Source: an optimization exercise on an open RTL-to-GDS flow (aim: small area and a short achievable clock period). Production flows keep margins and buffers that such runs may drop.
Only simulation tests tie the RTL to the original design; equivalence was not proved.
No activity file was given, so power comes from the tool's default toggle rates.

## main
==> flow/design.v <==
module slifo_v2 (clk, rst_n, wr, rd, lifo_empty, lifo_full, low_th, high_th,
                 lifo_low_th, lifo_high_th, lifo_ov, lifo_ud, lifo_valid,
                 data_in, data_out);
  input         clk;
  input         rst_n;
  input         wr;
  input         rd;
  input  [5:0]  low_th;
  input  [5:0]  high_th;
  input  [31:0] data_in;
  output reg [31:0] data_out;
  output reg    lifo_empty;
  output        lifo_full;
  output        lifo_low_th;
  output        lifo_high_th;
  output reg    lifo_ov;
  output reg    lifo_ud;
  output reg    lifo_valid;
  reg  [5:0]  cnt;      
  reg  [5:0]  ncnt;     
  reg  [5:0]  cntp1;    
  reg  [31:0] sel;      
  reg  [31:0] mem [0:31];
  assign lifo_full = cnt[5];
  wire pw   = wr & ~rd;               
  wire push = pw & ~cnt[5];
  wire pop  = rd & ~wr & ~lifo_empty;
  wire fwd  = wr & rd;
  wire [5:0] cnt_inc = cnt + 6'd1;
  wire [5:0] cnt_dec = cnt - 6'd1;
  wire [5:0] cnt_inc2 = cnt + 6'd2;
  always @(posedge clk) begin
    if (~rst_n) begin
      cnt        <= 6'd0;
      lifo_empty <= 1'b1;
      sel        <= 32'h8000_0000;
    end else if (push) begin
      cnt        <= cnt_inc;
      lifo_empty <= 1'b0;
      sel        <= {sel[30:0], sel[31]};
    end else if (pop) begin
      cnt        <= cnt_dec;
      lifo_empty <= (cnt == 6'd1);
      sel        <= {sel[0], sel[31:1]};
    end
  end
  always @(posedge clk) begin
    if (~rst_n) begin
      ncnt  <= 6'h3f;
      cntp1 <= 6'd1;
    end else begin
      ncnt  <= push ? ~cnt_inc : pop ? ~cnt_dec : ~cnt;
      cntp1 <= push ? cnt_inc2 : pop ? cnt : cnt_inc;
    end
  end
  genvar g;
  generate
    for (g = 0; g < 32; g = g + 1) begin : g_word
      wire we;
      if (g == 0) begin : g_w0
        assign we = pw & sel[31] & ~cnt[5];
      end else begin : g_wn
        assign we = pw & sel[g - 1];
      end
      always @(posedge clk)
        if (we)
          mem[g] <= data_in;
    end
  endgenerate
  wire [31:0] grp [0:10];
  generate
    for (g = 0; g < 10; g = g + 1) begin : g_grp
      slifo_aoi3 u_aoi (.a(mem[3*g]), .b(mem[3*g+1]), .c(mem[3*g+2]),
                        .sa(sel[3*g]), .sb(sel[3*g+1]), .sc(sel[3*g+2]), .y(grp[g]));
    end
  endgenerate
  slifo_aoi2 u_aoi_last (.a(mem[30]), .b(mem[31]),
                         .sa(sel[30]), .sb(sel[31]), .y(grp[10]));
  wire [31:0] rdata = ~(grp[0] & grp[1] & grp[2] & grp[3] & grp[4] & grp[5] &
                        grp[6] & grp[7] & grp[8] & grp[9] & grp[10]);
  always @(posedge clk) begin
    data_out   <= fwd ? data_in : rdata;
    lifo_valid <= pop | fwd;
  end
  always @(posedge clk) begin
    if (~rst_n)                 lifo_ov <= 1'b0;
    else if (rd)                lifo_ov <= 1'b0;
    else if (wr & lifo_full)    lifo_ov <= 1'b1;
  end
  always @(posedge clk) begin
    if (~rst_n)                 lifo_ud <= 1'b0;
    else if (wr)                lifo_ud <= 1'b0;
    else if (rd & lifo_empty)   lifo_ud <= 1'b1;
  end
  slifo_cla6 #(.CIN(1)) u_low  (.pa(~low_th), .pb(cntp1), .co(lifo_low_th));
  slifo_cla6 #(.CIN(1)) u_high (.pa(ncnt), .pb(high_th), .co(lifo_high_th));
endmodule
module slifo_aoi3 (a, b, c, sa, sb, sc, y);
  input  [31:0] a, b, c;
  input         sa, sb, sc;
  output [31:0] y;
  assign y = ~((a & {32{sa}}) | (b & {32{sb}}) | (c & {32{sc}}));
endmodule
module slifo_aoi2 (a, b, sa, sb, y);
  input  [31:0] a, b;
  input         sa, sb;
  output [31:0] y;
  assign y = ~((a & {32{sa}}) | (b & {32{sb}}));
endmodule
module slifo_cla6 (pa, pb, co);
  parameter CIN = 0;
  input  [5:0] pa, pb;
  output       co;
  wire [5:0] g, p;
  genvar i;
  generate
    for (i = 0; i < 6; i = i + 1) begin : g_bit
      slifo_nor2  u_g (.a(pa[i]), .b(pb[i]), .y(g[i]));
      slifo_nand2 u_p (.a(pa[i]), .b(pb[i]), .y(p[i]));
    end
  endgenerate
  wire c1 = CIN ? p[0] : g[0];
  wire ng10, ng32, ng54, np54, np5432;
  slifo_aoi21 u_g10 (.a1(p[1]), .a2(c1),   .b(g[1]), .y(ng10));
  slifo_aoi21 u_g32 (.a1(p[3]), .a2(g[2]), .b(g[3]), .y(ng32));
  slifo_aoi21 u_g54 (.a1(p[5]), .a2(g[4]), .b(g[5]), .y(ng54));
  slifo_nand2 u_p54 (.a(p[5]), .b(p[4]), .y(np54));
  slifo_nand4 u_p52 (.a(p[5]), .b(p[4]), .c(p[3]), .d(p[2]), .y(np5432));
  slifo_o221ai u_co (.a1(np54), .a2(ng32), .b1(np5432), .b2(ng10), .c(ng54), .y(co));
endmodule
module slifo_nand2 (a, b, y);
  input a, b; output y;
  assign y = ~(a & b);
endmodule
module slifo_nor2 (a, b, y);
  input a, b; output y;
  assign y = ~(a | b);
endmodule
module slifo_nand4 (a, b, c, d, y);
  input a, b, c, d; output y;
  assign y = ~(a & b & c & d);
endmodule
module slifo_aoi21 (a1, a2, b, y);
  input a1, a2, b; output y;
  assign y = ~((a1 & a2) | b);
endmodule
module slifo_o221ai (a1, a2, b1, b2, c, y);
  input a1, a2, b1, b2, c; output y;
  assign y = ~((a1 | a2) & (b1 | b2) & c);
endmodule
Settings: LEC_CHECK=0, CAP_MARGIN=20, CORE_MARGIN=2, CORE_UTILIZATION=65, CTS_CLUSTER_DIAMETER=100, CTS_CLUSTER_SIZE=26, PLACE_DENSITY=0.78, SETUP_SLACK_MARGIN=1.5, SLEW_MARGIN=20, SYNTH_HIERARCHICAL=1; clock period 3.7 ns.
run.sh (not shown) runs the stock make flow with config.mk's settings and CLKGATE_MAP_FILE= SYNTH_SCRIPT=/design/flow/synth_recipe.tcl, a recipe that flattens the netlist after the stock synthesis.
Looking at the reports, main completed the entire flow and the layout it produced met the timing, DRC and antenna checks.
Changes in the feature branch relative to main:
==> flow/design.v, changed modules only <==
module slifo_v2 (clk, rst_n, wr, rd, lifo_empty, lifo_full, low_th, high_th,
                 lifo_low_th, lifo_high_th, lifo_ov, lifo_ud, lifo_valid,
                 data_in, data_out);
  input         clk;
  input         rst_n;
  input         wr;
  input         rd;
  input  [5:0]  low_th;
  input  [5:0]  high_th;
  input  [31:0] data_in;
  output reg [31:0] data_out;
  output reg    lifo_empty;
  output        lifo_full;
  output        lifo_low_th;
  output        lifo_high_th;
  output reg    lifo_ov;
  output reg    lifo_ud;
  output reg    lifo_valid;
  reg  [5:0]  cnt;      
  reg  [5:0]  ncnt;     
  reg  [5:0]  cntp1;    
  reg  [31:0] sel;      
  reg  [31:0] mem [0:31];
  assign lifo_full = cnt[5];
  wire push = wr & ~rd & ~cnt[5];
  wire pop  = rd & ~wr & ~lifo_empty;
  wire fwd  = wr & rd;
  wire [5:0] cnt_nx = push ? cnt + 6'd1 : pop ? cnt - 6'd1 : cnt;
  always @(posedge clk) begin
    if (~rst_n) begin
      cnt        <= 6'd0;
      ncnt       <= 6'h3f;
      cntp1      <= 6'd1;
      lifo_empty <= 1'b1;
      sel        <= 32'h8000_0000;
    end else begin
      cnt        <= cnt_nx;
      ncnt       <= ~cnt_nx;
      cntp1      <= cnt_nx + 6'd1;
      lifo_empty <= (cnt_nx == 6'd0);
      if (push)
        sel <= {sel[30:0], sel[31]};
      else if (pop)
        sel <= {sel[0], sel[31:1]};
    end
  end
  genvar g;
  generate
    for (g = 0; g < 32; g = g + 1) begin : g_word
      always @(posedge clk)
        if (push & sel[(g + 31) % 32])
          mem[g] <= data_in;
    end
  endgenerate
  wire [31:0] grp [0:10];
  generate
    for (g = 0; g < 10; g = g + 1) begin : g_grp
      slifo_aoi3 u_aoi (.a(mem[3*g]), .b(mem[3*g+1]), .c(mem[3*g+2]),
                        .sa(sel[3*g]), .sb(sel[3*g+1]), .sc(sel[3*g+2]), .y(grp[g]));
    end
  endgenerate
  slifo_aoi2 u_aoi_last (.a(mem[30]), .b(mem[31]),
                         .sa(sel[30]), .sb(sel[31]), .y(grp[10]));
  wire [31:0] rdata = ~(grp[0] & grp[1] & grp[2] & grp[3] & grp[4] & grp[5] &
                        grp[6] & grp[7] & grp[8] & grp[9] & grp[10]);
  always @(posedge clk) begin
    data_out   <= fwd ? data_in : rdata;
    lifo_valid <= pop | fwd;
  end
  always @(posedge clk) begin
    if (~rst_n)                 lifo_ov <= 1'b0;
    else if (rd)                lifo_ov <= 1'b0;
    else if (wr & lifo_full)    lifo_ov <= 1'b1;
  end
  always @(posedge clk) begin
    if (~rst_n)                 lifo_ud <= 1'b0;
    else if (wr)                lifo_ud <= 1'b0;
    else if (rd & lifo_empty)   lifo_ud <= 1'b1;
  end
  slifo_cla6 #(.CIN(1)) u_low  (.pa(~low_th), .pb(cntp1), .co(lifo_low_th));
  slifo_cla6 #(.CIN(1)) u_high (.pa(ncnt), .pb(high_th), .co(lifo_high_th));
endmodule
- | clock buffer instance count of the final layout | the feature branch vs main | 4 lower |
- Diff main -> the feature branch: critical path required time up 1.21 ns; final core utilization picked up an extra 1.1 points.
- The feature branch vs main — buffering stage count on the worst path with inverters included dropped 2.
- Cell total after placement: main and the feature branch compared, lower one is the feature branch
- main → the feature branch: number of antenna cells inserted moved down, leakage power moved up, number of cells in the finished layout apart from fillers has decreased, total power of the final layout shrank by 5.8%.
- Summary — slew at the pin closest to its max-slew limit, the feature branch relative to main: lower, by 0.18 ns.

## afterwards: timing with drivers on the ports
Ports are ideal in the flow. The routed layouts listed here were re-timed in OpenROAD. Step 1 assumes that a clkbuf_16 drives the clock port and a buf_2 every other input. Step 2 adds t to the input delays and takes it off the output delays; t is the mean of the earliest and latest rising clock arrival at the registers after step 1. Input paths then give back, and output paths get back, about the clock's delay inside the block. Slacks: ideal ports / drivers / drivers and shift; pairs: ideal ports / drivers.
run | shift t [ns] | slack for setup (ns) | latest minus earliest clock arrival (ns) | slew at the worst register clock pin (ns)
main | 0.688 | 1.459 / 1.426 / 0.860 | 0.036 / 0.036 | 0.11 / 0.11
the feature branch | 0.697 | 1.354 / 1.354 / 0.964 | 0.025 / 0.025 | 0.10 / 0.10
After both steps setup and hold are still met in every run listed. For main, which loses most, drivers alone change the setup slack by -0.033 ns; drivers and shift together by -0.599 ns.
